Context: an optimization exercise on an open-source flow, tuned for small area. The choices shown serve that exercise and are no tape-out recipe.
At most, simulation tests tie the RTL to the original design; equivalence was not proved.
No functional check of the RTL was part of runs 1 and 2.
Power figures rest on the tool's default switching activity, not on a simulated workload.

## design/flow/design.v

```verilog
module VE_Scalar (p, a, bb, imm, sAdd, sSub, sMov, y);
	input  logic [87:0] p;    
	input  logic [20:0] a;     
	input  logic [20:0] bb;    
	input  logic [7:0] imm;
	input  logic sAdd, sSub, sMov;
	output logic [20:0] y;
	logic h12_0; assign h12_0 = a[12] & bb[0];
	logic h12_1; assign h12_1 = a[12] & bb[1];
	logic h12_2; assign h12_2 = a[12] & bb[2];
	logic h12_3; assign h12_3 = a[12] & bb[3];
	logic h8_0; assign h8_0 = a[8] & bb[4];
	logic h8_1; assign h8_1 = a[8] & bb[5];
	logic h8_2; assign h8_2 = a[8] & bb[6];
	logic h8_3; assign h8_3 = a[8] & bb[7];
	logic h4_0; assign h4_0 = a[4] & bb[8];
	logic h4_1; assign h4_1 = a[4] & bb[9];
	logic h4_2; assign h4_2 = a[4] & bb[10];
	logic h4_3; assign h4_3 = a[4] & bb[11];
	logic h0_0; assign h0_0 = a[0] & bb[12];
	logic h0_1; assign h0_1 = a[0] & bb[13];
	logic h0_2; assign h0_2 = a[0] & bb[14];
	logic h0_3; assign h0_3 = a[0] & bb[15];
	logic h20; assign h20 = a[0] & bb[20];
	logic cb0; assign cb0 = (imm[0] & (sAdd | sMov)) | (~imm[0] & sSub);
	logic cb1; assign cb1 = (imm[1] & (sAdd | sMov)) | (~imm[1] & sSub);
	logic cb2; assign cb2 = (imm[2] & (sAdd | sMov)) | (~imm[2] & sSub);
	logic cb3; assign cb3 = (imm[3] & (sAdd | sMov)) | (~imm[3] & sSub);
	logic cb4; assign cb4 = (imm[4] & (sAdd | sMov)) | (~imm[4] & sSub);
	logic cb5; assign cb5 = (imm[5] & (sAdd | sMov)) | (~imm[5] & sSub);
	logic cb6; assign cb6 = (imm[6] & (sAdd | sMov)) | (~imm[6] & sSub);
	logic cb7; assign cb7 = (imm[7] & (sAdd | sMov)) | (~imm[7] & sSub);
	logic s0, c0; VE_FA us0 (sSub, cb0, p[0], s0, c0);
	assign y[0] = s0;
	logic s1, c1; VE_FA us1 (cb1, p[1], c0, s1, c1);
	assign y[1] = s1;
	logic s2, c2; VE_FA us2 (cb2, p[2], c1, s2, c2);
	assign y[2] = s2;
	logic s3, c3; VE_FA us3 (cb3, p[3], c2, s3, c3);
	assign y[3] = s3;
	logic s4, c4; VE_FA us4 (cb4, p[32], p[4], s4, c4);
	logic s5, c5; VE_FA us5 (p[8], s4, c3, s5, c5);
	assign y[4] = s5;
	logic s6, c6; VE_FA us6 (cb5, p[33], p[5], s6, c6);
	logic s7, c7; VE_FA us7 (p[9], c4, s6, s7, c7);
	logic s8, c9; assign s8 = c5 ^ s7; assign c9 = c5 & s7;
	assign y[5] = s8;
	logic s10, c10; VE_FA us10 (cb6, p[10], p[34], s10, c10);
	logic s11, c11; VE_FA us11 (p[6], c6, s10, s11, c11);
	logic s12, c12; VE_FA us12 (c7, s11, c9, s12, c12);
	assign y[6] = s12;
	logic s13, c13; VE_FA us13 (cb7, p[11], p[35], s13, c13);
	logic s14, c14; VE_FA us14 (p[7], c10, s13, s14, c14);
	logic s15, c15; VE_FA us15 (c11, s14, c12, s15, c15);
	assign y[7] = s15;
	logic s16, c16; VE_FA us16 (sSub, p[12], p[16], s16, c16);
	logic s17, c17; VE_FA us17 (p[36], p[40], p[56], s17, c17);
	logic s18, c18; VE_FA us18 (c13, s16, s17, s18, c18);
	logic s19, c19; VE_FA us19 (c14, s18, c15, s19, c19);
	assign y[8] = s19;
	logic s20, c20; VE_FA us20 (sSub, p[13], p[17], s20, c20);
	logic s21, c21; VE_FA us21 (p[37], p[41], p[57], s21, c21);
	logic s22, c22; VE_FA us22 (c16, c17, s20, s22, c22);
	logic s23, c23; VE_FA us23 (s21, c18, s22, s23, c23);
	logic s24, c25; assign s24 = c19 ^ s23; assign c25 = c19 & s23;
	assign y[9] = s24;
	logic s26, c26; VE_FA us26 (sSub, p[14], p[18], s26, c26);
	logic s27, c27; VE_FA us27 (p[38], p[42], p[58], s27, c27);
	logic s28, c28; VE_FA us28 (c20, c21, s26, s28, c28);
	logic s29, c29; VE_FA us29 (s27, c22, s28, s29, c29);
	logic s30, c30; VE_FA us30 (c23, s29, c25, s30, c30);
	assign y[10] = s30;
	logic s31, c31; VE_FA us31 (sSub, p[15], p[19], s31, c31);
	logic s32, c32; VE_FA us32 (p[39], p[43], p[59], s32, c32);
	logic s33, c33; VE_FA us33 (c26, c27, s31, s33, c33);
	logic s34, c34; VE_FA us34 (s32, c28, s33, s34, c34);
	logic s35, c35; VE_FA us35 (c29, s34, c30, s35, c35);
	assign y[11] = s35;
	logic s36, c36; VE_FA us36 (sSub, h0_0, h12_0, s36, c36);
	logic s37, c37; VE_FA us37 (h4_0, h8_0, s36, s37, c37);
	logic s38, c38; VE_FA us38 (s37, p[20], p[44], s38, c38);
	logic s39, c39; VE_FA us39 (p[60], c31, c32, s39, c39);
	logic s40, c40; VE_FA us40 (s38, c33, s39, s40, c40);
	logic s41, c41; VE_FA us41 (c34, s40, c35, s41, c41);
	assign y[12] = s41;
	logic s42, c42; VE_FA us42 (sSub, h0_1, h12_1, s42, c42);
	logic s43, c43; VE_FA us43 (h4_1, h8_1, c36, s43, c43);
	logic s44, c44; VE_FA us44 (s42, c37, s43, s44, c44);
	logic s45, c45; VE_FA us45 (s44, p[21], p[24], s45, c45);
	logic s46, c46; VE_FA us46 (p[45], p[48], p[61], s46, c46);
	logic s47, c47; VE_FA us47 (p[64], p[72], c38, s47, c47);
	logic s48, c48; VE_FA us48 (s45, s46, c39, s48, c48);
	logic s49, c49; VE_FA us49 (s47, c40, s48, s49, c49);
	logic s50, c51; assign s50 = c41 ^ s49; assign c51 = c41 & s49;
	assign y[13] = s50;
	logic s52, c52; VE_FA us52 (sSub, h0_2, h12_2, s52, c52);
	logic s53, c53; VE_FA us53 (h4_2, h8_2, c42, s53, c53);
	logic s54, c54; VE_FA us54 (s52, c43, s53, s54, c54);
	logic s55, c55; VE_FA us55 (c44, s54, p[22], s55, c55);
	logic s56, c56; VE_FA us56 (p[25], p[46], p[49], s56, c56);
	logic s57, c57; VE_FA us57 (p[62], p[65], p[73], s57, c57);
	logic s58, c58; VE_FA us58 (c45, c46, s55, s58, c58);
	logic s59, c59; VE_FA us59 (s56, s57, c47, s59, c59);
	logic s60, c60; VE_FA us60 (s58, c48, s59, s60, c60);
	logic s61, c61; VE_FA us61 (c49, s60, c51, s61, c61);
	assign y[14] = s61;
	logic s62, c62; VE_FA us62 (sSub, h0_3, h12_3, s62, c62);
	logic s63, c63; VE_FA us63 (h4_3, h8_3, c52, s63, c63);
	logic s64, c64; VE_FA us64 (s62, c53, s63, s64, c64);
	logic s65, c65; VE_FA us65 (c54, s64, p[23], s65, c65);
	logic s66, c66; VE_FA us66 (p[26], p[47], p[50], s66, c66);
	logic s67, c67; VE_FA us67 (p[63], p[66], p[74], s67, c67);
	logic s68, c68; VE_FA us68 (c55, c56, c57, s68, c68);
	logic s69, c69; VE_FA us69 (s65, s66, s67, s69, c69);
	logic s70, c70; VE_FA us70 (c58, s68, s69, s70, c70);
	logic s71, c71; VE_FA us71 (c59, s70, c60, s71, c71);
	logic s72, c73; assign s72 = c61 ^ s71; assign c73 = c61 & s71;
	assign y[15] = s72;
	logic s74, c74; VE_FA us74 (sSub, c62, c63, s74, c74);
	logic s75, c75; VE_FA us75 (c64, s74, p[27], s75, c75);
	logic s76, c76; VE_FA us76 (p[51], p[67], p[75], s76, c76);
	logic s77, c77; VE_FA us77 (p[80], c65, c66, s77, c77);
	logic s78, c78; VE_FA us78 (c67, s75, s76, s78, c78);
	logic s79, c79; VE_FA us79 (c68, c69, s77, s79, c79);
	logic s80, c80; VE_FA us80 (s78, c70, s79, s80, c80);
	logic s81, c81; VE_FA us81 (s80, c71, c73, s81, c81);
	assign y[16] = s81;
	logic s82, c82; VE_FA us82 (sSub, c74, p[28], s82, c82);
	logic s83, c83; VE_FA us83 (p[52], p[68], p[76], s83, c83);
	logic s84, c84; VE_FA us84 (p[81], c75, c76, s84, c84);
	logic s85, c85; VE_FA us85 (s82, s83, c77, s85, c85);
	logic s86, c86; VE_FA us86 (c78, s84, c79, s86, c86);
	logic s87, c87; VE_FA us87 (s85, c80, s86, s87, c87);
	logic s88, c89; assign s88 = c81 ^ s87; assign c89 = c81 & s87;
	assign y[17] = s88;
	logic s90, c90; VE_FA us90 (sSub, p[29], p[53], s90, c90);
	logic s91, c91; VE_FA us91 (p[69], p[77], p[82], s91, c91);
	logic s92, c92; VE_FA us92 (c82, c83, s90, s92, c92);
	logic s93, c93; VE_FA us93 (s91, c84, s92, s93, c93);
	logic s94, c94; VE_FA us94 (c85, s93, c86, s94, c94);
	logic s95, c95; VE_FA us95 (c87, s94, c89, s95, c95);
	assign y[18] = s95;
	logic s96, c96; VE_FA us96 (sSub, p[30], p[54], s96, c96);
	logic s97, c97; VE_FA us97 (p[70], p[78], p[83], s97, c97);
	logic s98, c98; VE_FA us98 (c90, c91, s96, s98, c98);
	logic s99, c99; VE_FA us99 (s97, c92, s98, s99, c99);
	logic s100, c100; VE_FA us100 (c93, s99, c94, s100, c100);
	logic s101, c102; assign s101 = c95 ^ s100; assign c102 = c95 & s100;
	assign y[19] = s101;
	logic s103, c103; VE_FA us103 (sSub, h20, p[31], s103, c103);
	logic s104, c104; VE_FA us104 (p[55], p[71], p[79], s104, c104);
	logic s105, c105; VE_FA us105 (p[84], c96, c97, s105, c105);
	logic s106, c106; VE_FA us106 (s103, s104, c98, s106, c106);
	logic s107, c107; VE_FA us107 (s105, c99, s106, s107, c107);
	logic s108, c108; VE_FA us108 (s107, c100, c102, s108, c108);
	assign y[20] = s108;
endmodule
module VE_FA (a, b, c, s, co);
	input  logic a, b, c;
	output logic s, co;
	assign s = a ^ b ^ c;
	assign co = (a & b) | (a & c) | (b & c);
endmodule
module VE_MXI (a, b, s, y);
	input  logic a, b, s;
	output logic y;
	assign y = ~(s ? b : a);
endmodule
module VE_OUT (q, t, en, bc, y);
	input  logic q, t, en, bc;
	output logic y;
	assign y = q | (t & en) | bc;
endmodule
module VE_Lane (a, b, D, Dn, Mm1, D0, hzd, k7, h7, mDiv, mMul, mAdd, bc, y);
	input  logic [7:0] a;       
	input  logic [7:0] b;       
	input  logic [7:0] D;       
	input  logic [7:0] Dn;      
	input  logic [7:0] Mm1;     
	input  logic [7:0] D0;      
	input  logic [7:0] hzd;     
	input  logic k7;            
	input  logic h7;            
	input  logic mDiv, mMul, mAdd;
	input  logic [7:0] bc;      
	output logic [7:0] y;
	logic [7:0] q;
	logic [7:0] t0;
	logic [7:0] y0;
	logic ten;
	logic [7:0] r [8:1];
	assign y0 = (b & {8{mAdd}}) | (Mm1 & {8{a[0]}}) | D0;
	assign ten = mMul | mAdd;
	assign q[7] = (a[7] & hzd[7]) | h7;
	assign r[7] = {7'd0, a[7] & ~k7};
	genvar i, j;
	for (i = 6; i >= 0; i = i - 1) begin : row
		localparam int W = 8 - i;
		localparam bit NEG = (i % 2) == 1;
		logic [W-1:0] s, yy, t;
		logic [W:0] c;
		logic xi;
		assign xi = NEG ? ~a[i] : a[i];
		assign s = {r[i+1][W-2:0], xi};
		assign c[0] = NEG ? ~mDiv : mDiv;
		for (j = 0; j < W; j = j + 1) begin : bitc
			if (i == 0) assign yy[j] = y0[j];
			else if (NEG) assign yy[j] = Dn[j];
			else assign yy[j] = D[j];
			VE_FA fa (s[j], yy[j], c[j], t[j], c[j+1]);
		end
		assign q[i] = (NEG ? ~c[W] : c[W]) & hzd[i];
		if (i > 0) begin : rn
			logic sel;
			assign sel = (a[i] & mMul) | q[i];
			for (j = 0; j < W; j = j + 1) begin : mx
				VE_MXI m (s[j], t[j], sel, r[i][j]);
			end
			if (W < 8) assign r[i][7:W] = '0;
		end else begin : r0
			assign t0 = t;
		end
	end
	for (j = 0; j < 8; j = j + 1) begin : yo
		VE_OUT o (q[j], t0[j], ten, bc[j], y[j]);
	end
endmodule
module VE_HOLD (p, q, ld, hd, d);
	input  logic p, q, ld, hd;
	output logic d;
	assign d = (p & ld) | (q & hd);
endmodule
module VectorExec(clk, rst, op, imm, r1e, r2e, r1v, r2v, res_e, res_v);
	input logic clk;
	input logic rst;
	input logic [3:0] op;
	input logic [7:0] imm;
	input logic [20:0] r1e;
	input logic [20:0] r2e;
	input logic [191:0] r1v;
	input logic [191:0] r2v;
	output logic [20:0] res_e;
	output logic [191:0] res_v;
	logic en, isS, isV, mBc, mMul, mAdd, mDiv, sMov, sAdd, sSub, sMul;
	assign en   = ~op[3];
	assign sMov = en & (op[2:0] == 3'b000);
	assign mBc  = en & (op[2:0] == 3'b001);
	assign sAdd = en & (op[2:0] == 3'b010);
	assign sSub = en & (op[2:0] == 3'b011);
	assign mMul = en & (op[2:0] == 3'b100);
	assign mAdd = en & (op[2:0] == 3'b101);
	assign mDiv = en & (op[2:0] == 3'b110);
	assign sMul = en & (op[2:0] == 3'b111);
	assign isS = sMov | sAdd | sSub | sMul;
	assign isV = mBc | mMul | mAdd | mDiv;
	logic [7:0] D, Mm1, D0, hzd, bc, m1;
	assign m1 = r2e[7:0] - 8'd1;
	assign Mm1 = m1 & {8{mMul}};
	assign D0 = ~r2e[7:0] & {8{mDiv}};
	assign D = Mm1 | D0;
	assign bc = r2e[7:0] & {8{mBc}};
	logic h7;
	assign h7 = hzd[7] & ~r2e[0];
	genvar k;
	for (k = 0; k < 8; k = k + 1) begin : shc
		assign hzd[k] = mDiv & (r2e[20:8-k] == '0);
	end
	logic [20:0] bb;
	assign bb = {r2e[20:1] & {20{sMul}}, (r2e[0] & sMul) | sAdd | sSub};
	logic [7:0] Mm1g [0:4];
	genvar g;
	for (g = 0; g < 5; g = g + 1) begin : grp
		logic [3:0] bj;
		assign bj = bb[4*g +: 4];
		assign Mm1g[g] = isS ? {{4{bj == 4'd0}}, bj - 4'd1} : Mm1;
	end
	logic [191:0] vres;
	logic [87:0] prod;
	genvar l;
	for (l = 0; l < 24; l = l + 1) begin : lane
		if (l < 11) begin : sc
			localparam int J = (l < 4) ? 0 : (l < 7) ? 1 : (l < 9) ? 2 : (l < 10) ? 3 : 4;
			localparam int AO = (l == 1 || l == 5) ? 4 : (l == 2) ? 8 : (l == 3) ? 13 :
				(l == 6) ? 9 : (l == 8) ? 5 : (l == 9) ? 1 : 0;
			localparam int AW = (l == 3 || l == 6 || l == 8 || l == 9 || l == 10) ? 8 : 4;
			logic [7:0] la, lD;
			if (AW == 4) begin : a4
				assign la = isS ? {4'd0, r1e[AO +: 4]} : r2v[8*l +: 8];
			end else begin : a8
				assign la = isS ? r1e[AO +: 8] : r2v[8*l +: 8];
			end
			assign lD = Mm1g[J] | D0;
			VE_Lane u (.a(la), .b(r1v[8*l +: 8]), .D(lD), .Dn(~lD), .Mm1(Mm1g[J]), .D0(D0),
				.hzd(hzd), .k7((hzd[7] & r2e[0]) | Mm1g[J][0]), .h7(h7), .bc(bc),
				.mDiv(mDiv), .mMul(mMul | isS), .mAdd(mAdd),
				.y(vres[8*l +: 8]));
			assign prod[8*l +: 8] = vres[8*l +: 8];
		end else begin : vc
			VE_Lane u (.a(r2v[8*l +: 8]), .b(r1v[8*l +: 8]), .D(D), .Dn(~D), .Mm1(Mm1), .D0(D0),
				.hzd(hzd), .k7((hzd[7] & r2e[0]) | Mm1[0]), .h7(h7), .bc(bc),
				.mDiv(mDiv), .mMul(mMul), .mAdd(mAdd),
				.y(vres[8*l +: 8]));
		end
	end
	logic [20:0] sres;
	VE_Scalar scal (.p(prod), .a(r1e), .bb(bb), .imm(imm), .sAdd(sAdd), .sSub(sSub),
		.sMov(sMov), .y(sres));
	logic [191:0] P;
	logic tE, tV;
	logic [20:0] Re;
	logic [191:0] Rv;
	logic ldE, hdE, ldV, hdV;
	assign ldE = ~rst & tE;
	assign hdE = ~rst & ~tE;
	assign ldV = ~rst & tV;
	assign hdV = ~rst & ~tV;
	logic [20:0] ReD;
	logic [191:0] RvD;
	genvar h;
	for (h = 0; h < 21; h = h + 1) begin : hE
		VE_HOLD u (P[h], Re[h], ldE, hdE, ReD[h]);
	end
	for (h = 0; h < 192; h = h + 1) begin : hV
		VE_HOLD u (P[h], Rv[h], ldV, hdV, RvD[h]);
	end
	always @(posedge clk) begin
		P <= {vres[191:21], (sres & {21{isS}}) | (vres[20:0] & {21{~isS}})};
		tE <= ~rst & isS;
		tV <= ~rst & isV;
		Re <= ReD;
		Rv <= RvD;
	end
	assign res_e = Re;
	assign res_v = Rv;
endmodule
```

## design/flow/flow/run.sh

```bash
#!/bin/bash
# Own layout flow: the standard flow (standard.sh) step by step, with
# the port buffers made from the smallest buffer cell instead of the one
# buffer_ports picks by default.  Each step's full output goes to its own
# log file in the work folder.
set -euo pipefail
export BUFFER_PORTS_ARGS="-buffer_cell sky130_fd_sc_hd__buf_1"
bash standard.sh synth > synth.log 2>&1
bash standard.sh floorplan > floorplan.log 2>&1
bash standard.sh place > place.log 2>&1
bash standard.sh cts > cts.log 2>&1
bash standard.sh route > route.log 2>&1
bash standard.sh finish > finish.log 2>&1
```

## design/flow/standard.sh

```bash
#!/bin/bash
# synth_recipe.tcl (not shown) runs the flow's synth.tcl, then flattens the netlist and writes it again
# the make line also repeats each setting of config.mk as NAME=value (left out here)
make -C /OpenROAD-flow-scripts/flow DESIGN_CONFIG=/design/flow/config.mk WORK_HOME=/design/flow/orfs CLKGATE_MAP_FILE= SYNTH_SCRIPT=/design/flow/synth_recipe.tcl "${@:-finish}"
```

## design/flow/config.mk

```make
export PLATFORM = sky130hd
export DESIGN_NAME = VectorExec
export DESIGN_NICKNAME = VectorExec
export VERILOG_FILES = /design/flow/design.v
export SDC_FILE = /design/flow/constraint.sdc
export NUM_CORES = 8
export LEC_CHECK = 0
export CAP_MARGIN = 0
export CORE_MARGIN = 2
export CORE_UTILIZATION = 50
export CTS_BUF_LIST = sky130_fd_sc_hd__clkbuf_8
export CTS_CLUSTER_DIAMETER = 60
export CTS_CLUSTER_SIZE = 16
export PLACE_DENSITY = 0.6
export SLEW_MARGIN = 0
export SYNTH_HIERARCHICAL = 1
export SYNTH_MINIMUM_KEEP_SIZE = 0
```

## design/flow/constraint.sdc

```tcl
create_clock -name core_clock -period 45.0 [get_ports {clk}]
set_input_delay 9.0000 -clock core_clock [delete_from_list [all_inputs] [get_ports {clk}]]
set_output_delay 9.0000 -clock core_clock [all_outputs]
set_load 0.01 [all_outputs]
```

==> results of run 1 <==
-- layer usage --
metal	global-route usage	vias up	share of wire
li1	-	14990	-
met1	0.5471	18820	0.38
met2	0.6041	2354	0.43
met3	0.1384	512	0.13
met4	0.1942	20	0.056
met5	0	-	0.00076
-- flip-flops by register name, indices dropped and copies added, names as in the netlist --
name,cells
P,192
tE,1
Re,21
Rv,192
tV,1
-- layout by cell type, fill, tap and decap left out, types with 7 or more instances in the layout --
cell      instances
nor2_4           14
buf_1           652
nor3_1            9
a21oi_1          14
a21o_1          168
mux2i_1         648
nand3_1          12
nor2b_1          97
fa_1            937
buf_4            99
and2_2            9
inv_6             7
ha_1             12
a22o_1          213
a211o_1         192
diode_2          15
dfxtp_1         407
clkinv_2          7
inv_1           124
o21ai_0          25
and3_1            7
and2_1          155
a221o_1         192
nand2_1         287
clkinv_8          9
clkbuf_8         47
nor2_1           32
or2_2            27
-- final timing paths --
path                       from             end  slack [ns]
setup / recovery          op[1]   P[20]$_DFF_P_       11.30
hold / removal    P[53]$_DFF_P_  Rv[53]$_DFF_P_        0.45
setup reg to reg     tV$_DFF_P_  Rv[64]$_DFF_P_       42.31
hold reg to reg   P[53]$_DFF_P_  Rv[53]$_DFF_P_        0.45
-- report_power, final --
group	switching (mW)	internal (mW)	leakage (nW)
logic	0.442	0.271	18.0
registers	0.0153	0.392	3.31
clock network	0.176	0.122	0.529
-- layout make-up --
class                   instances  area (sq um)
flip-flops and latches        407          8148
clock buffers                  47         646.9
multi-input cells            3120         36250
inverters                     133         514.2
well taps                    1176          1471
diodes                         15         37.54
clock inverters                31         409.1
fillers                      8046         39460
repair buffers                752          3211
-- worst reg2reg max path, cell delays in order (launching register included) --
cell	delay, ns
dfxtp_1	0.38
nor2b_4	0.65
buf_4	0.53
buf_4	0.67
a22o_1	0.40
==> metrics.csv, run 1 <==
stage,metric,value,unit
cts,CTS resizes,0,
cts,root buffer cell,clkbuf_8,
flow_run,Max-Cap Viols,0,
detailed_routing,Total Routed Length,191.5,mm
grt,Total Routing Usage GR,0.4108,
worst_setup_path,Worst Path Buf+Inv,3,
timing,achievable clock frequency,29.67,MHz
cts,CTS Buf Count,46,
die,CORE AREA,90150,sq um
cts,CTS tree,built,
timing,final hold violation count,0,
timing,skew final,0.07374,ns
finish,design area,50690,sq um
detailed_routing,vias per cell,6.458,
worst_setup_path,worst-path fanout max,16,
timing,Max Transition Viols Final,0,
logic_synthesis,Synth Net Count,5162,
timing,Hold WS,0.4489,ns
power,leak pwr,21.86,nW
grt,antenna violations before repair,23,
worst_setup_path,Crit path max-delay family,adder cells,
placed_design,RD Place Congestion,1.015,
power,peak supply drop,0.02351,mV
timing,fin crit share,0.7489,
cts,clk sink count,407,
placed_design,Place WS,10.68,ns
min_path,HP Class,reg2reg,
die,# IOs,653,
cts,"Clk pin slew, worst setup/hold paths",0.10,ns
die,Die Span Y,306.0,um
detailed_routing,1st-iter DRT viols,4240,
timing,"Setup violations, final",0,
cts,Post-CTS Hold Fix Bufs,0,
worst_setup_path,crit path launch type,input port,
worst_setup_path,CP arrival,34.39,ns
power,Power per Cell Area,27.98,nW/um^2
worst_setup_path,critical path endpoint category,flip-flop,
cts,H-tree levels,2,
cts,CTS max path bufs,3,
grt,vias in the first global route,37990,
power,total power,1.419,mW
cts,worst skew pair latency,0.80,ns
timing,RSZ-0062 raised after global routing,no,
grt,first-pass GRT wire length,273.0,mm
die,Die Area,93650,sq um
die,initial core utilization,0.5060,
timing,post-route minimum period,33.70,ns
timing,Setup TNS,0,ns
timing,Relative slew margins,0.1684,
run_status,status,timing/DRC/antenna clean,
placed_design,DP Cell Count,5588,
min_path,hold path depth,1,
logic_synthesis,Ys Warns,12,
worst_setup_path,Crit-path slowest cell,buf_1,
worst_setup_path,path depth of the worst reg2reg path,4,
detailed_routing,Final ANT Viol Nets,0,
finish,fraction of layout cells with a size suffix above 1,0.05679,
timing,final setup margin,11.30,ns
grt,gr ovfl total,0,
cts,Post-CTS Setup Repair Bufs,0,
detailed_routing,drt drc,0,
placed_design,DP HPWL,143.5,mm
logic_synthesis,area of the mapped netlist,45610,sq um
die,die width,306.0,um
detailed_routing,DR WL/cell,33.70,um
grt,largest net degree at the start of global routing,69,
placed_design,Placement Cell Area,49600,sq um
worst_setup_path,WP data required,45.69,ns
detailed_routing,vias,36690,
worst_setup_path,largest stage delay on the critical path,0.64,ns
worst_setup_path,Crit. path cell count,78,
worst_setup_path,WS Path Type,in2reg,
logic_synthesis,Synth Area per Inst,12.09,sq um
logic_synthesis,Cells after Synth,3773,
detailed_routing,DR pass1 iterations,6,
worst_setup_path,most used cell along the critical path,fa_1,
finish,Area growth syn-to-layout,11.14,%
finish,Final Util,0.5623,
placed_design,port bufs,652,
finish,final cell count without fillers,5681,
finish,nets,5849,
timing,Slew @ Worst Pin,1.246,ns
die,FP Rows,110,
==> inputs of run 2 (changes only) <==
--- a/design/flow/design.v
+++ b/design/flow/design.v
@@ -168,2 +168,12 @@
 endmodule
+module VE_LXP (a, e, sel, y);
+	input  logic a, e, sel;
+	output logic y;
+	assign y = ~(a ^ (sel & e));
+endmodule
+module VE_LXN (a, e, sel, y);
+	input  logic a, e, sel;
+	output logic y;
+	assign y = a ^ (sel & e);
+endmodule
 module VE_OUT (q, t, en, bc, y);
@@ -173,3 +183,13 @@
 endmodule
-module VE_Lane (a, b, D, Dn, Mm1, D0, hzd, k7, h7, mDiv, mMul, mAdd, bc, y);
+module VE_OUT2 (c, h, t, en, bc, y);
+	input  logic c, h, t, en, bc;
+	output logic y;
+	assign y = (c & h) | (t & en) | bc;
+endmodule
+module VE_SEL (a, m, c, h, y);
+	input  logic a, m, c, h;
+	output logic y;
+	assign y = (a & m) | (c & h);
+endmodule
+module VE_Lane (a, b, D, Dn, E, G1, G0, Mm1, D0, hzd, hzdn, k7, h7, mDiv, mMul, mAdd, bc, y);
 	input  logic [7:0] a;       
@@ -178,2 +198,3 @@
 	input  logic [7:0] Dn;      
+	input  logic E, G1, G0;     
 	input  logic [7:0] Mm1;     
@@ -181,2 +202,3 @@
 	input  logic [7:0] hzd;     
+	input  logic [7:0] hzdn;    
 	input  logic k7;            
@@ -209,10 +231,28 @@
 			else assign yy[j] = D[j];
-			VE_FA fa (s[j], yy[j], c[j], t[j], c[j+1]);
+			if (j == 0 && i > 0) begin : lo
+				if (NEG) assign c[1] = ~((a[i] & G1) | G0);
+				else assign c[1] = (a[i] & G1) | G0;
+			end else begin : fb
+				VE_FA fa (s[j], yy[j], c[j], t[j], c[j+1]);
+			end
 		end
-		assign q[i] = (NEG ? ~c[W] : c[W]) & hzd[i];
-		if (i > 0) begin : rn
-			logic sel;
+		logic sel;
+		if (NEG) begin : qn
+			assign q[i] = ~(c[W] | hzdn[i]);
 			assign sel = (a[i] & mMul) | q[i];
+		end else begin : qp
+			assign q[i] = c[W] & hzd[i];
+			if (i > 0) begin : sp
+				VE_SEL us (a[i], mMul, c[W], hzd[i], sel);
+			end
+		end
+		if (i > 0) begin : rn
 			for (j = 0; j < W; j = j + 1) begin : mx
-				VE_MXI m (s[j], t[j], sel, r[i][j]);
+				if (j == 0 && NEG) begin : ln
+					VE_LXN m (a[i], E, sel, r[i][j]);
+				end else if (j == 0) begin : lp
+					VE_LXP m (a[i], E, sel, r[i][j]);
+				end else begin : mm
+					VE_MXI m (s[j], t[j], sel, r[i][j]);
+				end
 			end
@@ -224,3 +264,7 @@
 	for (j = 0; j < 8; j = j + 1) begin : yo
-		VE_OUT o (q[j], t0[j], ten, bc[j], y[j]);
+		if (j % 2 == 1 || j == 7) begin : on
+			VE_OUT o (q[j], t0[j], ten, bc[j], y[j]);
+		end else begin : op
+			VE_OUT2 o (row[j].c[8-j], hzd[j], t0[j], ten, bc[j], y[j]);
+		end
 	end
@@ -292,4 +336,5 @@
 			assign lD = Mm1g[J] | D0;
-			VE_Lane u (.a(la), .b(r1v[8*l +: 8]), .D(lD), .Dn(~lD), .Mm1(Mm1g[J]), .D0(D0),
-				.hzd(hzd), .k7((hzd[7] & r2e[0]) | Mm1g[J][0]), .h7(h7), .bc(bc),
+			VE_Lane u (.a(la), .b(r1v[8*l +: 8]), .D(lD), .Dn(~lD),
+				.E(lD[0] ^ mDiv), .G1(lD[0] | mDiv), .G0(lD[0] & mDiv), .Mm1(Mm1g[J]), .D0(D0),
+				.hzd(hzd), .hzdn(~hzd), .k7((hzd[7] & r2e[0]) | Mm1g[J][0]), .h7(h7), .bc(bc),
 				.mDiv(mDiv), .mMul(mMul | isS), .mAdd(mAdd),
@@ -298,4 +343,5 @@
 		end else begin : vc
-			VE_Lane u (.a(r2v[8*l +: 8]), .b(r1v[8*l +: 8]), .D(D), .Dn(~D), .Mm1(Mm1), .D0(D0),
-				.hzd(hzd), .k7((hzd[7] & r2e[0]) | Mm1[0]), .h7(h7), .bc(bc),
+			VE_Lane u (.a(r2v[8*l +: 8]), .b(r1v[8*l +: 8]), .D(D), .Dn(~D),
+				.E(D[0] ^ mDiv), .G1(D[0] | mDiv), .G0(D[0] & mDiv), .Mm1(Mm1), .D0(D0),
+				.hzd(hzd), .hzdn(~hzd), .k7((hzd[7] & r2e[0]) | Mm1[0]), .h7(h7), .bc(bc),
 				.mDiv(mDiv), .mMul(mMul), .mAdd(mAdd),
--- a/design/flow/config.mk
+++ b/design/flow/config.mk
@@ -7,3 +7,3 @@
 export LEC_CHECK = 0
-export CAP_MARGIN = 0
+export CAP_MARGIN = 20
 export CORE_MARGIN = 2
@@ -14,3 +14,3 @@
 export PLACE_DENSITY = 0.6
-export SLEW_MARGIN = 0
+export SLEW_MARGIN = 20
 export SYNTH_HIERARCHICAL = 1
==> run 2 against run 1 <==
Sequential power about the same. Setup slack got worse by 0.71 ns. Clock power decreased by 1%. Design area decreased by 4.3%. Wire length increased by 0.29%.
==> metrics.csv, run 2 <==
stage,metric,value,unit,change
grt,first-pass GRT wire length,273.1,mm,about the same
worst_setup_path,Crit-path slowest cell,buf_1,,
logic_synthesis,area of the mapped netlist,43460,sq um,-4.7%
timing,Relative slew margins,0.1634,,-0.004964
power,total power,1.394,mW,-1.7%
worst_setup_path,CP arrival,35.09,ns,+0.70 ns
die,Die Area,89290,sq um,-4.7%
worst_setup_path,WP data required,45.68,ns,about the same
timing,post-route minimum period,34.41,ns,+0.7103 ns
logic_synthesis,Cells after Synth,3755,,-0.48%
detailed_routing,Total Routed Length,192.0,mm,+0.29%
detailed_routing,drt drc,0,,unchanged
grt,Total Routing Usage GR,0.4280,,+0.01714
finish,"commonest non-fill, non-tap cell in the layout",fa_1,,
timing,"Setup violations, final",0,,unchanged
placed_design,DP HPWL,142.1,mm,-0.99%
cts,clk sink count,407,,unchanged
die,Die Span Y,298.8,um,-2.4%
finish,Final Util,0.5607,,-0.001598
timing,skew final,0.04061,ns,-0.03314 ns
finish,Area growth syn-to-layout,11.58,%,
cts,Post-CTS Hold Fix Bufs,0,,unchanged
placed_design,port bufs,652,,unchanged
worst_setup_path,worst-path fanout max,24,,+8
finish,# fillers,7825,,-2.7%
power,leak pwr,19.35,nW,-11%
cts,Post-CTS Setup Repair Bufs,0,,unchanged
worst_setup_path,critical path endpoint category,flip-flop,,
min_path,HP Class,reg2reg,,
cts,CTS resizes,0,,unchanged
logic_synthesis,Synth Area per Inst,11.57,sq um,-4.3%
power,Power per Cell Area,28.75,nW/um^2,+2.7%
detailed_routing,DR pass1 iterations,6,,unchanged
detailed_routing,1st-iter DRT viols,4750,,+12%
finish,nets,5698,,-2.6%
worst_setup_path,largest stage delay on the critical path,0.78,ns,+0.14 ns
flow_run,Max-Cap Viols,0,,unchanged
finish,biggest registers after layout,"P: 192 flops, Rv: 192 flops, Re: 21 flops",,
timing,Max Transition Viols Final,0,,unchanged
grt,antenna violations before repair,26,,+13%
finish,fraction of layout cells with a size suffix above 1,0.06040,,+0.003610
detailed_routing,DR WL/cell,34.01,um,+0.90%
cts,worst skew pair latency,0.76,ns,-0.04 ns
cts,CTS Buf Count,47,,+2.2%
cts,CTS max path bufs,3,,unchanged
detailed_routing,Final ANT Viol Nets,0,,unchanged
timing,fin crit share,0.7647,,+0.01578
placed_design,Place WS,10.07,ns,-0.6088 ns
timing,Setup TNS,0,ns,unchanged
timing,RSZ-0062 raised after global routing,no,,
cts,"Clk pin slew, worst setup/hold paths",0.10,ns,about the same
placed_design,RD Place Congestion,0.9784,,-3.6%
grt,largest net degree at the start of global routing,105,,+52%
logic_synthesis,Synth Net Count,5012,,-2.9%
grt,gr ovfl total,0,,unchanged
timing,final hold violation count,0,,unchanged
worst_setup_path,crit path launch type,input port,,
grt,vias in the first global route,37980,,-0.037%
die,initial core utilization,0.5025,,-0.003451
run_status,status,timing/DRC/antenna clean,,
worst_setup_path,WS Path Type,in2reg,,
cts,CTS tree,built,,
die,# IOs,653,,unchanged
cts,root buffer cell,clkbuf_8,,
detailed_routing,vias,37640,,+2.6%
timing,achievable clock frequency,29.06,MHz,-2.1%
timing,Slew @ Worst Pin,1.253,ns,+0.007438 ns
worst_setup_path,most used cell along the critical path,fa_1,,
finish,most frequent cells in the layout,"fa_1, buf_1, mux2i_1",,
min_path,hold path depth,1,,unchanged
power,peak supply drop,0.02564,mV,+9.0%
die,die width,298.8,um,-2.4%
logic_synthesis,Ys Warns,12,,unchanged
timing,final setup margin,10.59,ns,-0.7103 ns
detailed_routing,vias per cell,6.666,,+3.2%
cts,H-tree levels,2,,unchanged
worst_setup_path,path depth of the worst reg2reg path,4,,unchanged
die,FP Rows,108,,-1.8%
die,CORE AREA,86480,sq um,-4.1%
[run 2: cell count changes in the layout (fill, tap and decap cells not counted), sizes merged, moves of 73 or more]
cell | before | now
inv | 141 | 59
nand2 | 288 | 423
fa | 937 | 793
mux2i | 648 | 504
a211o | 192 | 98
xnor2 | 3 | 76
and2 | 164 | 68
a21o | 169 | 96
a221o | 192 | 288
nor2 | 46 | 137
[run 2: layout make-up]
cell class	instances	area (sq um)	share of cell area
multi-input cells	3192	34430	0.7100
flip-flops and latches	407	8148	0.1680
repair buffers	751	3223	0.06647
well taps	1155	1445	0.02980
diodes	22	55.05	0.001135
clock inverters	29	354.1	0.007302
inverters	42	163.9	0.003380
clock buffers	49	674.4	0.01391
[run 2: critical path, delay by kind of cell]
family | cells | cell delay [ns]
adders and majority gates | 50 | 18.49
AOI/OAI and AO/OA | 8 | 2.86
buffers and inverters | 3 | 1.93
and+or+nand+nor | 11 | 1.83
xor gates and xnor gates | 6 | 0.94
[run 2: final timing paths]
path / startpoint / end / slack [ns]
worst max-delay path: op[1] / P[20]$_DFF_P_ / 10.59
worst min-delay path: P[178]$_DFF_P_ / Rv[178]$_DFF_P_ / 0.43
worst max register to register: tV$_DFF_P_ / Rv[1]$_DFF_P_ / 42.27
worst min register to register: P[178]$_DFF_P_ / Rv[178]$_DFF_P_ / 0.43
[run 2: metal layers]
layer  GRT usage  vias up  wire (um)
met2      0.6250     2524      82830
li1            -    15280          -
met1      0.5799    19290      74010
met3      0.1252      538      23740
met4      0.2148       18      11320
met5     0.01270        -        123
[run 2: power breakdown]
| part | leakage, nW | total [mW] | switching, mW | internal, mW |
|---|---|---|---|---|
| Sequential | 3.31 | 0.406 | 0.0143 | 0.391 |
| Clock | 0.523 | 0.294 | 0.175 | 0.119 |
| Combinational | 15.5 | 0.694 | 0.430 | 0.264 |
| Total | 19.4 | 1.39 | 0.620 | 0.774 |
[run 2: per-stage QoR]
stage	hold slack (ns)	area (sq um)	cells
after floorplan	0.4331	43460	3755
after global placement	0.4351	47380	5546
after detailed placement	0.4393	47380	5546
after CTS	0.4382	48410	5624
after global routing	0.4476	48470	5638
final	0.4321	48490	5647
==> inputs of run 3 (changes only) <==
--- a/design/flow/design.v
+++ b/design/flow/design.v
@@ -322,9 +322,11 @@
 	logic [87:0] prod;
+	logic [20:0] sres;
 	genvar l;
 	for (l = 0; l < 24; l = l + 1) begin : lane
-		if (l < 11) begin : sc
-			localparam int J = (l < 4) ? 0 : (l < 7) ? 1 : (l < 9) ? 2 : (l < 10) ? 3 : 4;
-			localparam int AO = (l == 1 || l == 5) ? 4 : (l == 2) ? 8 : (l == 3) ? 13 :
-				(l == 6) ? 9 : (l == 8) ? 5 : (l == 9) ? 1 : 0;
-			localparam int AW = (l == 3 || l == 6 || l == 8 || l == 9 || l == 10) ? 8 : 4;
+		if (l >= 3 && l < 14) begin : sc
+			localparam int n = l - 3;
+			localparam int J = (n < 4) ? 0 : (n < 7) ? 1 : (n < 9) ? 2 : (n < 10) ? 3 : 4;
+			localparam int AO = (n == 1 || n == 5) ? 4 : (n == 2) ? 8 : (n == 3) ? 13 :
+				(n == 6) ? 9 : (n == 8) ? 5 : (n == 9) ? 1 : 0;
+			localparam int AW = (n == 3 || n == 6 || n == 8 || n == 9 || n == 10) ? 8 : 4;
 			logic [7:0] la, lD;
@@ -341,7 +343,16 @@
 				.y(vres[8*l +: 8]));
-			assign prod[8*l +: 8] = vres[8*l +: 8];
+			assign prod[8*n +: 8] = vres[8*l +: 8];
 		end else begin : vc
+			logic [7:0] lbc;
+			if (l < 3) begin : se
+				for (k = 0; k < 8; k = k + 1) begin : b
+					if (8*l + k < 21) assign lbc[k] = bc[k] | (sres[8*l + k] & isS);
+					else assign lbc[k] = bc[k];
+				end
+			end else begin : nse
+				assign lbc = bc;
+			end
 			VE_Lane u (.a(r2v[8*l +: 8]), .b(r1v[8*l +: 8]), .D(D), .Dn(~D),
 				.E(D[0] ^ mDiv), .G1(D[0] | mDiv), .G0(D[0] & mDiv), .Mm1(Mm1), .D0(D0),
-				.hzd(hzd), .hzdn(~hzd), .k7((hzd[7] & r2e[0]) | Mm1[0]), .h7(h7), .bc(bc),
+				.hzd(hzd), .hzdn(~hzd), .k7((hzd[7] & r2e[0]) | Mm1[0]), .h7(h7), .bc(lbc),
 				.mDiv(mDiv), .mMul(mMul), .mAdd(mAdd),
@@ -350,3 +361,2 @@
 	end
-	logic [20:0] sres;
 	VE_Scalar scal (.p(prod), .a(r1e), .bb(bb), .imm(imm), .sAdd(sAdd), .sSub(sSub),
@@ -372,3 +382,3 @@
 	always @(posedge clk) begin
-		P <= {vres[191:21], (sres & {21{isS}}) | (vres[20:0] & {21{~isS}})};
+		P <= vres;
 		tE <= ~rst & isS;
--- a/design/flow/config.mk
+++ b/design/flow/config.mk
@@ -9,3 +9,3 @@
 export CORE_MARGIN = 2
-export CORE_UTILIZATION = 50
+export CORE_UTILIZATION = 62
 export CTS_BUF_LIST = sky130_fd_sc_hd__clkbuf_8
@@ -13,3 +13,3 @@
 export CTS_CLUSTER_SIZE = 16
-export PLACE_DENSITY = 0.6
+export PLACE_DENSITY = 0.72
 export SLEW_MARGIN = 20
==> run 3 against run 2 <==
Critical path type unchanged. Sequential cell count is the same. Design area shrank 1.2%. Clock skew shrank 0.014 ns. Register-to-register slack gained 0.62 ns. Combinational power is essentially flat. Clock-buffer cell count shrank 7. Largest cell class unchanged.
==> metrics.csv, run 3 <==
stage,metric,value,unit,change
grt,vias in the first global route,38510,,+1.4%
logic_synthesis,Cells after Synth,3705,,-1.3%
grt,antenna violations before repair,44,,+69%
timing,Max Transition Viols Final,0,,unchanged
min_path,hold path depth,1,,unchanged
logic_synthesis,Synth Area per Inst,11.68,sq um,+0.91%
worst_setup_path,WS Path Type,in2reg,,
worst_setup_path,Critical Path Source,op[2],,
die,Die Span Y,268.2,um,-10%
detailed_routing,vias per cell,7.138,,+7.1%
finish,"commonest non-fill, non-tap cell in the layout",fa_1,,
detailed_routing,uppermost layer routed,met5,,
cts,root buffer cell,clkbuf_8,,
finish,nets,5650,,-0.84%
cts,worst skew pair latency,0.71,ns,-0.05 ns
logic_synthesis,Ys Warns,12,,unchanged
detailed_routing,Met2 Routed Length,76.90,mm,-7.2%
detailed_routing,Total Routed Length,184.5,mm,-3.9%
die,# IOs,653,,unchanged
finish,biggest registers after layout,"P: 192 flops, Rv: 192 flops, Re: 21 flops",,
placed_design,RD Place Congestion,1.048,,+7.1%
worst_setup_path,R2R setup slack,42.89,ns,+0.62 ns
die,initial core utilization,0.6287,,+0.1262
run_status,status,timing/DRC/antenna clean,,
worst_setup_path,Critical R2R Launch,tV$_DFF_P_,,
worst_setup_path,Crit-path slowest cell,o2bb2ai_1,,
worst_setup_path,path depth of the worst reg2reg path,4,,unchanged
detailed_routing,metal3 WL,26.23,mm,+10%
die,Die Area,71920,sq um,-19%
finish,# fillers,5359,,-32%
finish,Final Util,0.6962,,+0.1355
flow_run,Max-Cap Viols,0,,unchanged
worst_setup_path,reg2reg end,Rv[93]$_DFF_P_,,
timing,achievable clock frequency,28.78,MHz,-0.98%
timing,Slew @ Worst Pin,1.172,ns,-0.08173 ns
power,peak supply drop,0.02798,mV,+9.1%
cts,CTS Buf Count,41,,-13%
cts,Post-CTS Hold Fix Bufs,0,,unchanged
detailed_routing,1st-iter DRT viols,4438,,-6.6%
placed_design,Place WS,9.899,ns,-0.1699 ns
finish,fraction of layout cells with a size suffix above 1,0.05822,,-0.002179
grt,largest net degree at the start of global routing,138,,+31%
cts,CTS max path bufs,3,,unchanged
logic_synthesis,Synth Net Count,4962,,-1.0%
worst_setup_path,WP data required,45.60,ns,-0.08 ns
detailed_routing,Final ANT Viol Nets,0,,unchanged
detailed_routing,drt drc,0,,unchanged
die,CORE AREA,68830,sq um,-20%
grt,Total Routing Usage GR,0.5145,,+0.08648
die,FP Rows,96,,-11%
worst_setup_path,most used cell along the critical path,fa_1,,
worst_setup_path,worst-path fanout max,15,,-38%
timing,"Setup violations, final",0,,unchanged
placed_design,DP Cell Count,5281,,-4.8%
cts,clk sink count,407,,unchanged
cts,H-tree levels,2,,unchanged
grt,gr ovfl total,0,,unchanged
power,Power per Cell Area,28.49,nW/um^2,-0.91%
min_path,HP Class,reg2reg,,
timing,post-route minimum period,34.75,ns,+0.3391 ns
cts,CTS tree,built,,
cts,Post-CTS Setup Repair Bufs,0,,unchanged
timing,fin crit share,0.7722,,+0.007536
cts,CTS resizes,0,,unchanged
detailed_routing,Metal-1 WL,62.48,mm,-16%
grt,first-pass GRT wire length,262.6,mm,-3.8%
placed_design,DP HPWL,134.0,mm,-5.7%
worst_setup_path,critical path endpoint category,flip-flop,,
detailed_routing,DR pass1 iterations,7,,+1
die,die width,268.2,um,-10%
detailed_routing,DR WL/cell,34.26,um,+0.74%
finish,final cell count without fillers,5384,,-4.7%
timing,final hold violation count,0,,unchanged
logic_synthesis,area of the mapped netlist,43270,sq um,-0.43%
timing,Setup TNS,0,ns,unchanged
finish,Area growth syn-to-layout,10.74,%,
power,leak pwr,19.27,nW,-0.41%
min_path,Hold EP,Rv[123]$_DFF_P_,,
timing,final setup margin,10.25,ns,-0.3391 ns
worst_setup_path,crit path launch type,input port,,
placed_design,port bufs,652,,unchanged
cts,"Clk pin slew, worst setup/hold paths",0.10,ns,about the same
worst_setup_path,CP arrival,35.35,ns,+0.26 ns
worst_setup_path,largest stage delay on the critical path,0.69,ns,-0.09 ns
min_path,min-delay src,P[123]$_DFF_P_,,
timing,RSZ-0062 raised after global routing,no,,
timing,Relative slew margins,0.2180,,+0.05454
timing,skew final,0.02701,ns,-0.01360 ns
detailed_routing,vias,38430,,+2.1%
finish,most frequent cells in the layout,"fa_1, buf_1, mux2i_1",,
## run 3: changes by cell type in the layout (fill, tap and decap cells not counted), sizes merged, moves of 4 or more
cell / delta
nor4: -6
clkbuf: -7
buf: +4
clkinv: +4
inv: -9
diode: +17
and3: -5
a21o: +22
nand2: -61
## run 3: layer usage
layer,GRT usage,vias to the layer above
met3,0.1928,943
li1,-,15160
met1,0.6290,19100
met4,0.4252,28
met5,0,-
met2,0.7241,3199
## run 3: worst max path at each step
stage and endpoint:
2_1_floorplan P[20]$_DFF_P_, 3_3_place_gp P[20]$_DFF_P_, 3_5_place_dp P[20]$_DFF_P_, 4_1_cts P[20]$_DFF_P_
5_1_grt P[20]$_DFF_P_, 6_report P[20]$_DFF_P_
## run 3: stage by stage
stage | power (mW) | hold WS [ns] | area, sq um
6_report | 1.365 | 0.4472 | 47920
3_3_place_gp | 1.070 | 0.4342 | 47000
2_1_floorplan | 0.9169 | 0.4331 | 43270
5_1_grt | 1.439 | 0.4591 | 47860
4_1_cts | 1.339 | 0.4503 | 47820
3_5_place_dp | 1.088 | 0.4387 | 47000
## run 3: layout make-up
cell class                      instances  area, sq um  area share
Tap cell                              931         1165     0.02431
Multi-Input combinational cell       3145        34290      0.7155
Antenna cell                           39        97.59    0.002037
Sequential cell                       407         8148      0.1700
Clock inverter                         22        239.0    0.004987
Timing Repair Buffer                  755         3233     0.06747
Clock buffer                           42        578.1     0.01206
Inverter                               43        170.2    0.003551
## run 3: power by group
| part | total (mW) | switching [mW] | internal [mW] |
|---|---|---|---|
| combinational | 0.697 | 0.423 | 0.274 |
| sequential | 0.413 | 0.0200 | 0.393 |
| clock | 0.255 | 0.160 | 0.0954 |
## run 3: worst max-delay path, delay by kind of cell
kind            cells  cell delay (ns)
fa+ha+maj          49            18.67
compound gates      9             3.17
simple gates       11             2.70
buf+inv             2             0.89
xor+xnor            6             0.86
==> inputs of run 4 (changes only) <==
--- a/design/flow/config.mk
+++ b/design/flow/config.mk
@@ -7,3 +7,3 @@
 export LEC_CHECK = 0
-export CAP_MARGIN = 20
+export CAP_MARGIN = 10
 export CORE_MARGIN = 2
@@ -14,3 +14,3 @@
 export PLACE_DENSITY = 0.72
-export SLEW_MARGIN = 20
+export SLEW_MARGIN = 10
 export SYNTH_HIERARCHICAL = 1
==> run 4 against run 3 <==
Die area unchanged. Sequential cell count is the same. Largest power group unchanged. Combinational power about the same.
==> metrics.csv, run 4 <==
stage,metric,value,unit,change
cts,CTS Buf Count,41,,unchanged
worst_setup_path,CP arrival,35.35,ns,about the same
timing,Relative slew margins,0.2180,,unchanged
grt,gr ovfl total,0,,unchanged
logic_synthesis,Synth Net Count,4962,,unchanged
timing,final hold violation count,0,,unchanged
timing,fin crit share,0.7722,,unchanged
cts,worst skew pair latency,0.71,ns,about the same
logic_synthesis,Cells after Synth,3705,,unchanged
finish,# fillers,5359,,unchanged
cts,H-tree levels,2,,unchanged
detailed_routing,DR WL/cell,34.26,um,unchanged
timing,"Setup violations, final",0,,unchanged
logic_synthesis,area of the mapped netlist,43270,sq um,unchanged
timing,Setup TNS,0,ns,unchanged
die,die width,268.2,um,unchanged
cts,Post-CTS Setup Repair Bufs,0,,unchanged
worst_setup_path,crit path launch type,input port,,
die,# IOs,653,,unchanged
timing,RSZ-0062 raised after global routing,no,,
finish,fraction of layout cells with a size suffix above 1,0.05822,,unchanged
finish,area of the multi-input gates,34290,sq um,unchanged
finish,register area,8148,sq um,unchanged
cts,Post-CTS Hold Fix Bufs,0,,unchanged
finish,"commonest non-fill, non-tap cell in the layout",fa_1,,
cts,root buffer cell,clkbuf_8,,
grt,largest net degree at the start of global routing,138,,unchanged
power,Power per Cell Area,28.49,nW/um^2,unchanged
die,Die Area,71920,sq um,unchanged
cts,clk sink count,407,,unchanged
die,FP Rows,96,,unchanged
worst_setup_path,worst-path fanout max,15,,unchanged
grt,first-pass GRT wire length,262.6,mm,unchanged
detailed_routing,DR pass1 iterations,7,,unchanged
cts,CTS max path bufs,3,,unchanged
placed_design,DP HPWL,134.0,mm,unchanged
die,Die Span Y,268.2,um,unchanged
worst_setup_path,most used cell along the critical path,fa_1,,
flow_run,Max-Cap Viols,0,,unchanged
cts,"Clk pin slew, worst setup/hold paths",0.10,ns,about the same
timing,Slew @ Worst Pin,1.172,ns,unchanged
run_status,status,timing/DRC/antenna clean,,
timing,skew final,0.02701,ns,unchanged
power,Clock power frac,0.187,,about the same
placed_design,RD Place Congestion,1.048,,unchanged
power,switching part of the total,0.4418,,unchanged
worst_setup_path,largest stage delay on the critical path,0.69,ns,about the same
logic_synthesis,Ys Warns,12,,unchanged
cts,CTS tree,built,,
cts,CTS resizes,0,,unchanged
finish,Final Util,0.6962,,unchanged
finish,nets,5650,,unchanged
power,Logic pwr share,0.511,,about the same
detailed_routing,1st-iter DRT viols,4438,,unchanged
power,leak pwr,19.27,nW,unchanged
detailed_routing,vias per cell,7.138,,unchanged
power,internal power,0.7621,mW,unchanged
power,Reg power frac,0.302,,about the same
finish,Area growth syn-to-layout,10.74,%,unchanged
power,NetSw,0.6031,mW,unchanged
detailed_routing,vias,38430,,unchanged
worst_setup_path,critical path endpoint category,flip-flop,,
finish,most frequent cells in the layout,"fa_1, buf_1, mux2i_1",,
worst_setup_path,WP data required,45.60,ns,about the same
grt,Total Routing Usage GR,0.5145,,unchanged
die,initial core utilization,0.6287,,unchanged
die,CORE AREA,68830,sq um,unchanged
detailed_routing,Total Routed Length,184.5,mm,unchanged
timing,post-route minimum period,34.75,ns,unchanged
timing,achievable clock frequency,28.78,MHz,unchanged
detailed_routing,Final ANT Viol Nets,0,,unchanged
finish,biggest registers after layout,"P: 192 flops, Rv: 192 flops, Re: 21 flops",,
grt,antenna violations before repair,44,,unchanged
detailed_routing,drt drc,0,,unchanged
timing,Max Transition Viols Final,0,,unchanged
worst_setup_path,Crit-path slowest cell,o2bb2ai_1,,
power,peak supply drop,0.02798,mV,unchanged
grt,vias in the first global route,38510,,unchanged
logic_synthesis,Synth Area per Inst,11.68,sq um,unchanged
min_path,HP Class,reg2reg,,
worst_setup_path,WS Path Type,in2reg,,
placed_design,port bufs,652,,unchanged
## run 4: final cells by class
type / count / area share
antenna: 39 / 0.002037
clock buffer: 42 / 0.01206
clock inverter: 22 / 0.004987
inverter: 43 / 0.003551
multi-input combinational: 3145 / 0.7155
sequential: 407 / 0.1700
tap: 931 / 0.02431
timing repair buffer: 755 / 0.06747
## run 4: path summary, 6_finish.rpt
kind / startpoint / to / slack, ns / cells past startpoint
worst max-delay path: op[2] / P[20]$_DFF_P_ / 10.25 / 77
worst min-delay path: P[123]$_DFF_P_ / Rv[123]$_DFF_P_ / 0.45 / 1
worst max register to register: tV$_DFF_P_ / Rv[93]$_DFF_P_ / 42.89 / 4
worst min register to register: P[123]$_DFF_P_ / Rv[123]$_DFF_P_ / 0.45 / 1
## run 4: metrics by stage
step / total power, mW / area (sq um) / setup WS [ns] / std cells / hold slack [ns]
detailed placement: 1.088 / 47000 / 9.899 / 5281 / 0.4387
global placement: 1.070 / 47000 / 10.25 / 5281 / 0.4342
finish: 1.365 / 47920 / 10.25 / 5384 / 0.4472
global route: 1.439 / 47860 / 9.425 / 5362 / 0.4591
CTS: 1.339 / 47820 / 10.56 / 5345 / 0.4503
floorplan: 0.9169 / 43270 / 8.405 / 3705 / 0.4331
## run 4: power by group through the flow
| stage | Combinational [mW] | Sequential [mW] | Clock (mW) |
|---|---|---|---|
| global placement | 0.651 | 0.419 | 0 |
| global route | 0.757 | 0.414 | 0.268 |
| detailed placement | 0.669 | 0.419 | 0 |
| finish | 0.697 | 0.413 | 0.255 |
| floorplan | 0.505 | 0.412 | 0 |
| CTS | 0.672 | 0.411 | 0.256 |
## run 4: critical path: cells and delay by family
family,cells,cell delay (ns)
AND/OR/NAND/NOR,11,2.70
XOR/XNOR,6,0.86
AO/OA/AOI/OAI,9,3.17
buffers and inverters,2,0.89
adder cells (fa/ha/maj),49,18.67
## run 4: metal layers
| metal | share of wire | GRT usage | up-vias |
|---|---|---|---|
| li1 | - | - | 15160 |
| met1 | 0.34 | 0.6290 | 19100 |
| met2 | 0.42 | 0.7241 | 3199 |
| met3 | 0.14 | 0.1928 | 943 |
| met4 | 0.10 | 0.4252 | 28 |
| met5 | 0.00088 | 0 | - |
==> inputs of run 5 (changes only) <==
--- a/design/flow/config.mk
+++ b/design/flow/config.mk
@@ -7,5 +7,5 @@
 export LEC_CHECK = 0
-export CAP_MARGIN = 10
+export CAP_MARGIN = 20
 export CORE_MARGIN = 2
-export CORE_UTILIZATION = 62
+export CORE_UTILIZATION = 50
 export CTS_BUF_LIST = sky130_fd_sc_hd__clkbuf_8
@@ -13,4 +13,4 @@
 export CTS_CLUSTER_SIZE = 16
-export PLACE_DENSITY = 0.72
-export SLEW_MARGIN = 10
+export PLACE_DENSITY = 0.6
+export SLEW_MARGIN = 20
 export SYNTH_HIERARCHICAL = 1
==> run 5 against run 4 <==
Clock skew rose by 0.015 ns. Clock-buffer cell count rose by 7. Wire length rose by 5.1%. Sequential cell count did not move. Worst hold slack got worse by 0.0084 ns. Synthesized cell count did not move. Die area rose by 24%. Final cell count rose by 4.0%. First-iteration DRC count fell by 9.0%. Fmax fell by 0.64%. Clock power rose by 14%. Via count fell by 3.2%. Critical path type unchanged.
==> metrics.csv, run 5 <==
stage,metric,value,unit,change
run_status,status,timing/DRC/antenna clean,,
logic_synthesis,Ys Warns,12,,unchanged
detailed_routing,Total Routed Length,193.9,mm,+5.1%
worst_setup_path,crit path launch type,input port,,
finish,most frequent cells in the layout,"fa_1, buf_1, mux2i_1",,
cts,worst skew pair latency,0.74,ns,+0.03 ns
logic_synthesis,Synth Net Count,4962,,unchanged
finish,# fillers,7789,,+45%
detailed_routing,drt drc,0,,unchanged
die,CORE AREA,85410,sq um,+24%
detailed_routing,1st-iter DRT viols,4039,,-9.0%
cts,root buffer cell,clkbuf_8,,
finish,biggest registers after layout,"P: 192 flops, Rv: 192 flops, Re: 21 flops",,
cts,H-tree levels,2,,unchanged
finish,"commonest non-fill, non-tap cell in the layout",fa_1,,
power,Reg power frac,0.296,,-0.006
detailed_routing,DR pass1 iterations,6,,-1
cts,CTS resizes,0,,unchanged
grt,Most Crowded Layer GR,met2,,
timing,Setup TNS,0,ns,unchanged
placed_design,port bufs,652,,unchanged
timing,Max Transition Viols Final,0,,unchanged
timing,achievable clock frequency,28.59,MHz,-0.64%
worst_setup_path,critical path endpoint category,flip-flop,,
logic_synthesis,area of the mapped netlist,43270,sq um,unchanged
power,Clock power frac,0.208,,+0.021
grt,Total Routing Usage GR,0.4327,,-0.08181
power,total power,1.396,mW,+2.3%
cts,CTS max path bufs,3,,unchanged
grt,largest net degree at the start of global routing,132,,-4.3%
die,Die Area,88910,sq um,+24%
detailed_routing,vias per cell,6.643,,-6.9%
timing,Relative slew margins,0.1510,,-0.06696
timing,Slew @ Worst Pin,1.272,ns,+0.1003 ns
power,Logic pwr share,0.495,,-0.016
timing,fin crit share,0.7772,,+0.005007
flow_run,Max-Cap Viols,0,,unchanged
cts,CTS tree,built,,
cts,CTS Buf Count,45,,+9.8%
worst_setup_path,WS Path Type,in2reg,,
worst_setup_path,WP data required,45.59,ns,about the same
grt,antenna violations before repair,36,,-18%
power,leak pwr,19.40,nW,+0.66%
grt,gr ovfl total,0,,unchanged
grt,vias in the first global route,38290,,-0.58%
cts,Post-CTS Hold Fix Bufs,0,,unchanged
finish,Area growth syn-to-layout,11.86,%,
die,FP Rows,107,,+11%
power,internal power,0.7871,mW,+3.3%
die,Die Span Y,298.2,um,+11%
power,switching part of the total,0.4362,,-0.005596
cts,clk sink count,407,,unchanged
grt,routing usage on met1,0.5477,,-0.08129
die,initial core utilization,0.5066,,-0.1221
timing,"Setup violations, final",0,,unchanged
min_path,HP Class,reg2reg,,
die,# IOs,653,,unchanged
finish,fraction of layout cells with a size suffix above 1,0.06141,,+0.003190
power,Power per Cell Area,28.84,nW/um^2,+1.2%
grt,first-pass GRT wire length,275.1,mm,+4.7%
grt,M3 GR Usage,0.1190,,-0.07379
worst_setup_path,worst-path fanout max,29,,+14
die,die width,298.2,um,+11%
timing,skew final,0.04213,ns,+0.01512 ns
power,NetSw,0.6089,mW,+0.97%
cts,Post-CTS Setup Repair Bufs,0,,unchanged
worst_setup_path,Crit-path slowest cell,o2bb2ai_1,,
logic_synthesis,Cells after Synth,3705,,unchanged
detailed_routing,Final ANT Viol Nets,0,,unchanged
finish,nets,5658,,+0.14%
timing,post-route minimum period,34.97,ns,+0.2253 ns
cts,"Clk pin slew, worst setup/hold paths",0.09,ns,about the same
detailed_routing,DR WL/cell,34.64,um,+1.1%
grt,met2 Usage GRT,0.6463,,-0.07773
worst_setup_path,largest stage delay on the critical path,0.69,ns,about the same
detailed_routing,vias,37190,,-3.2%
logic_synthesis,Synth Area per Inst,11.68,sq um,unchanged
placed_design,DP HPWL,142.9,mm,+6.7%
worst_setup_path,most used cell along the critical path,fa_1,,
timing,RSZ-0062 raised after global routing,no,,
worst_setup_path,CP arrival,35.57,ns,+0.22 ns
timing,final hold violation count,0,,unchanged
power,peak supply drop,0.02198,mV,-21%
placed_design,RD Place Congestion,1.015,,-3.2%
run 5: final cells by class:
class                      count  area [sq um]  share of cell area
timing repair buffer         759          3263             0.06742
antenna                       25         62.56            0.001293
tap                         1144          1431             0.02957
clock inverter                26         340.3            0.007031
inverter                      43         172.7            0.003567
multi-input combinational   3145         34310              0.7088
sequential                   407          8148              0.1683
clock buffer                  49         674.4             0.01393
run 5: per-layer routing:
| layer | wire, um | vias to the layer above |
|---|---|---|
| li1 | - | 15180 |
| met1 | 71700 | 18900 |
| met2 | 85160 | 2420 |
| met3 | 20990 | 674 |
| met4 | 15890 | 22 |
| met5 | 161 | - |
run 5: critical path: cells and delay by family:
kind,cells,cell delay (ns)
buffers and inverters,5,2.05
XOR/XNOR,6,0.94
adder cells (fa/ha/maj),49,18.61
AND/OR/NAND/NOR,8,1.65
AO/OA/AOI/OAI,11,3.27
run 5: power groups by stage:
stage	combinational, mW	clock (mW)	sequential [mW]
2_1_floorplan	0.505	0	0.412
3_3_place_gp	0.661	0	0.421
3_5_place_dp	0.673	0	0.421
4_1_cts	0.677	0.296	0.413
5_1_grt	0.759	0.308	0.416
6_report	0.691	0.291	0.414
run 5: path summary, 6_finish.rpt:
path	startpoint	to	slack, ns	depth (start not counted)
worst max-delay path	op[2]	P[20]$_DFF_P_	10.03	79
worst min register to register	P[24]$_DFF_P_	Rv[24]$_DFF_P_	0.44	1
worst max register to register	tV$_DFF_P_	Rv[139]$_DFF_P_	42.31	4
worst min-delay path	P[24]$_DFF_P_	Rv[24]$_DFF_P_	0.44	1
run 5: stage by stage:
stage	std cells	instance area [sq um]	hold slack (ns)	setup WS (ns)	utilization
2_1_floorplan	3705	43270	0.4331	8.405	-
3_3_place_gp	5498	47320	0.4351	9.943	0.5540
3_5_place_dp	5498	47320	0.4397	9.687	0.5540
4_1_cts	5573	48340	0.4328	10.34	0.5659
5_1_grt	5586	48370	0.4512	9.230	0.5663
6_report	5598	48400	0.4388	10.03	0.5667

-- what the ideal ports hide --
How much do the figures lean on ideal ports? The routed layouts below were timed once more, with nothing changed but the port constraints. Step 1 (the two cells are an assumption about what drives the block):
set clk [get_ports {clk}]
set_driving_cell -lib_cell sky130_fd_sc_hd__clkbuf_16 $clk
set_driving_cell -lib_cell sky130_fd_sc_hd__buf_2 [delete_from_list [all_inputs] $clk]
Step 2 moves the port delays by t, midway between the first and last clock arrival at a register: inputs arrive t later, outputs are due t later. That takes back most of the time a late clock gives input paths. Three values: ideal ports, drivers, drivers and shift; two values: the first two.
run | shift t [ns] | setup slack, ns | worst register clock-pin slew, ns | worst data-port slew with drivers (ns) | pins driven straight from the clock port
run 1 | 0.834 | 11.301 / 11.336 / 10.502 | 0.10 / 0.10 | 0.20 | 1
run 2 | 0.810 | 10.590 / 10.634 / 9.823 | 0.11 / 0.11 | 0.18 | 1
run 3 | 0.754 | 10.251 / 10.183 / 9.428 | 0.11 / 0.11 | 0.17 | 1
run 4 | 0.754 | 10.251 / 10.183 / 9.428 | 0.11 / 0.11 | 0.17 | 1
run 5 | 0.778 | 10.026 / 9.976 / 9.197 | 0.10 / 0.10 | 0.17 | 1
After both steps every run listed still meets setup and hold. For run 5, which loses most, drivers alone change the setup slack by -0.050 ns; drivers and shift together by -0.829 ns.
